From an optimization exercise on the open Yosys and OpenROAD flow, aimed at small area, a short achievable clock period and few clock cycles; shortcuts taken in it are not production practice.
Function was checked by simulation only, so behaviour that the tests miss may differ from the original.
Power is estimated from default activity; no workload was simulated.

the baseline:
Design my_cpu, start of the top module:
module my_cpu(input clk, reset,
output [5:0] address,
output memWr,
output [7:0] writedata,
input [7:0] readdata, IN,
output [7:0] OUT,
output halt
);
Size in the first run: about 520 cells after synthesis, roughly 110 flip-flops, roughly 42 I/O pins.
export LEC_CHECK = 0
export CAP_MARGIN = 20
export CORE_MARGIN = 2
export CORE_UTILIZATION = 40
export SETUP_SLACK_MARGIN = 2.5
export SLEW_MARGIN = 20
create_clock -name core_clock -period 5.0 [get_ports {clk}]
standard.sh (not shown) runs the stock make flow with config.mk's settings and CLKGATE_MAP_FILE= SYNTH_SCRIPT=/design/flow/synth_recipe.tcl, a recipe that flattens the netlist after the stock synthesis.
==> flow/flow/run.sh <==
#!/bin/bash
# Standard layout, but with plain buffers on the ports instead of the
# delay-cell buffers buffer_ports picks by default.
set -euo pipefail
export BUFFER_PORTS_ARGS="-buffer_cell sky130_fd_sc_hd__buf_1"
bash standard.sh > standard.log 2>&1
The baseline completed every stage of the flow, and the final layout passed the timing, design-rule and antenna checks.
Testbench counts of the baseline, summed over its fixed seeds: cycles 27,619.
Modified inputs, the candidate compared to the baseline
--- a/flow/flow/run.sh
+++ b/flow/flow/run.sh
@@ -4,3 +4,3 @@
 set -euo pipefail
-export BUFFER_PORTS_ARGS="-buffer_cell sky130_fd_sc_hd__buf_1"
+export BUFFER_PORTS_ARGS="-buffer_cell sky130_fd_sc_hd__buf_2"
 bash standard.sh > standard.log 2>&1
--- outcome ---
Per the comparison of the candidate with the baseline, core utilization increased by 1.7 points relative to the old numbers; combinational power went up about 9%; area growth from synthesis to final layout +4.1 points; wire length of the first global-routing pass shrank by 2.6%. Sort the candidate and the baseline by filler cell count asc -> top: the candidate. Of the two values seen for cell at the slowest stage of the critical path, sky130_fd_sc_hd__dfxtp_2 was produced by the candidate and sky130_fd_sc_hd__dfxtp_4 by the baseline. Of the candidate and the baseline, it is the candidate that has the higher routed length on met3. Sequential share of cell area in the candidate is 1.5 points below the baseline. The baseline → the candidate: power in the clock group picked up an extra about 2%, average size of a mapped cell has remained practically unchanged, total power moved up.


Another version of the RTL of my_cpu (not shown whole).
Size in the first run: roughly 550 cells after synthesis, about 120 flip-flops, ~42 I/O pins.
// my_cpu
module my_cpu(input clk, reset,
output [5:0] address,
output memWr,
output [7:0] writedata,
input [7:0] readdata, IN,
output [7:0] OUT,
output halt
);
reg [5:0] pc;
reg [7:0] a;
reg [7:0] outr;
reg [7:0] ir;       
reg       ev;       
reg       xz, xinv, cin, ce, land, lor;   
reg [7:0] rsel;     
reg [7:0] rf [0:7];
reg       haltr;
reg       s_ldi, s_jmp, s_rel, s_ldm, s_stm, s_dld, s_dst;
wire s_d   = s_dld | s_dst;
wire fetch = ~(s_ldi | s_jmp | s_rel | s_ldm | s_stm | s_d | haltr);
assign address   = pc;
assign memWr     = s_dst;
assign writedata = a;
assign OUT       = outr;
assign halt      = haltr;
wire [3:0] eh = ir[7:4];
reg  [7:0] rv;
integer k;
always @(*) begin
	rv = 8'd0;
	for (k = 0; k < 8; k = k + 1)
		rv = rv | ({8{rsel[k]}} & rf[k]);
end
wire e_lda = ev & (eh == 4'h1);
wire e_sta = ev & (eh == 4'h2);
wire e_and = ev & (eh == 4'hA);
wire e_or  = ev & (eh == 4'hB);
wire e_add = ev & (eh == 4'hC);
wire e_sub = ev & (eh == 4'hD);
wire e_e   = ev & (eh == 4'hE) & ~ir[3] & ~(ir[2] & ir[1]);
wire e_not = e_e & (ir[2:0] == 3'd0);
wire e_inc = e_e & (ir[2:0] == 3'd1);
wire e_dec = e_e & (ir[2:0] == 3'd2);
wire e_shl = e_e & (ir[2:0] == 3'd3);
wire e_shr = e_e & (ir[2:0] == 3'd4);
wire e_ror = e_e & (ir[2:0] == 3'd5);
wire e_in  = ev & (ir == 8'hF0);
wire e_out = ev & (ir == 8'hF1);
wire e_aw = e_lda | e_and | e_or | e_add | e_sub | e_e | e_in;
wire       e_alu = e_lda | e_and | e_or | e_add | e_sub | e_not | e_inc | e_dec;
wire [7:0] x = (a & {8{~xz}}) ^ {8{xinv}};
wire [7:0] alu;
alu8 alu0(x, rv, cin, ce, land, lor, xinv & ce, alu);
wire       a_mem = s_ldi | s_dld;
wire       a_hold = ~(e_aw | a_mem);
wire [7:0] ares = ({8{e_alu}} & alu)
                | ({8{e_shl}} & {a[6:0], 1'b0})
                | ({8{e_shr}} & {1'b0, a[7:1]})
                | ({8{e_ror}} & {a[0], a[7:1]})
                | ({8{e_in}} & IN)
                | ({8{a_mem}} & readdata)
                | ({8{a_hold}} & a);
always @(posedge clk)
	for (k = 0; k < 8; k = k + 1)
		if (e_sta & rsel[k])
			rf[k] <= a;
wire az = (a == 8'd0);
function take;
	input [7:0] op;
	input z, n;
	case (op[7:4])
		4'h7:    take = z;
		4'h8:    take = ~z;
		4'h9:    take = ~n & ((op[3:0] != 4'd0) | ~z);
		default: take = 1'b1;
	endcase
endfunction
wire [3:0] fh = readdata[7:4];
  ...
clock: 5.0 ns
lec_check: 0
cap_margin: 20
core_margin: 2
core_utilization: 40
cts_buf_list: sky130_fd_sc_hd__clkbuf_8
cts_cluster_size: 40
setup_slack_margin: 2.8
slew_margin: 20
==> flow/flow/run.sh <==
#!/bin/bash
# Standard layout, but with plain buffers on the ports instead of the
# delay-cell buffers buffer_ports picks by default.
set -euo pipefail
export BUFFER_PORTS_ARGS="-buffer_cell sky130_fd_sc_hd__buf_1"
bash standard.sh > standard.log 2>&1
Testbench counts at the start, summed over its fixed seeds: cycles 27,699.
Then changed:
Settings changed: CTS_BUF_LIST sky130_fd_sc_hd__clkbuf_8 to sky130_fd_sc_hd__clkbuf_4, CTS_CLUSTER_SIZE 40 to unset.
What happened:
- hold slack improved by 6.1 ps
- register-to-register slack got worse by 50 ps
- die area stays the same
- wire length rises by a few percent
- utilization barely changes
- worst setup slack got worse by 46 ps
- clock-buffer cell count rose by 1
- synthesized cell count is unchanged
- flip-flop and latch count does not change
Then changed:
Settings changed: CTS_BUF_LIST sky130_fd_sc_hd__clkbuf_4 to unset.
Result:
- The changed run finished with timing, DRC and antenna clean
- wire length drops by 3.4%
- setup slack gains 70 ps
- final cell count drops by 2.1%
- combinational power drops by about 3%
- utilization climbs by 1.6 points
- total power climbs by 23%
- die area stays the same
- cell area climbs by 3.3%
- via count drops by 2.4%
- register-to-register slack gains 70 ps
Then changed:
Settings changed: SETUP_SLACK_MARGIN 2.8 to 3.4.
The new run ran to the end with no violations.
Worst setup slack got worse by 36 ps.
Utilization rose by 7.5 points.
Fmax came out lower by 1.6%.
Cell count rises by 6.5%.
Sequential share of layout area fell by 5.1 points.
Via count is higher by 6.1%.
Global-route usage goes up by 2.9 points.
Count of clock-buffer cells in the layout grows by 3.
Then changed:
Settings changed: SETUP_SLACK_MARGIN 3.4 to 2.5.
Outcome: The changed run produced a clean layout. Sequential share of layout area is higher by 6.7 points. Wire length shrinks by 15%. Worst setup slack degrades by 130 ps. Synthesized cell count is unchanged. Hold slack is about the same. Flip-flop and latch count stays the same. Fmax falls by 5.6%. Non-clock buffer count falls by 69. Die area stays the same. Final area goes down by 17%.

## port drivers added, routing unchanged
Ports are ideal in the flow. The routed layouts listed here were re-timed in OpenROAD. Step 1 assumes that a clkbuf_16 drives the clock port and a buf_2 every other input. Step 2 moves the port delays by t, midway between the first and last clock arrival at a register: inputs arrive t later, outputs are due t later. That takes back most of the time a late clock gives input paths. Three values: ideal ports, drivers, drivers and shift; two values: the first two.
run | t, ns | setup slack, ns | worst setup path at the end | clock arrival spread, ns | cell pins on the clock port's net
the baseline | 0.390 | 2.366 / 2.366 / 2.094 | input to register | 0.008 / 0.008 | 1
the candidate | 0.397 | 2.313 / 2.313 / 2.127 | input to register | 0.008 / 0.008 | 1
the first run of note 2 | 0.466 | 2.748 / 2.748 / 2.441 | input to register | 0.010 / 0.010 | 1
the second run of note 2 | 0.556 | 2.702 / 2.702 / 2.459 | input to register | 0.019 / 0.020 | 1
the third run of note 2 | 0.451 | 2.772 / 2.772 / 2.448 | input to register | 0.005 / 0.005 | 1
the fourth run of note 2 | 0.454 | 2.736 / 2.736 / 2.736 | register to register | 0.012 / 0.012 | 1
the fifth run of note 2 | 0.446 | 2.602 / 2.602 / 2.391 | input to register | 0.007 / 0.006 | 1
After both steps setup and hold are still met in every run listed. The setup slack of the third run of note 2, which loses most, moves by 0.000 ns with the drivers and by -0.324 ns with both steps.
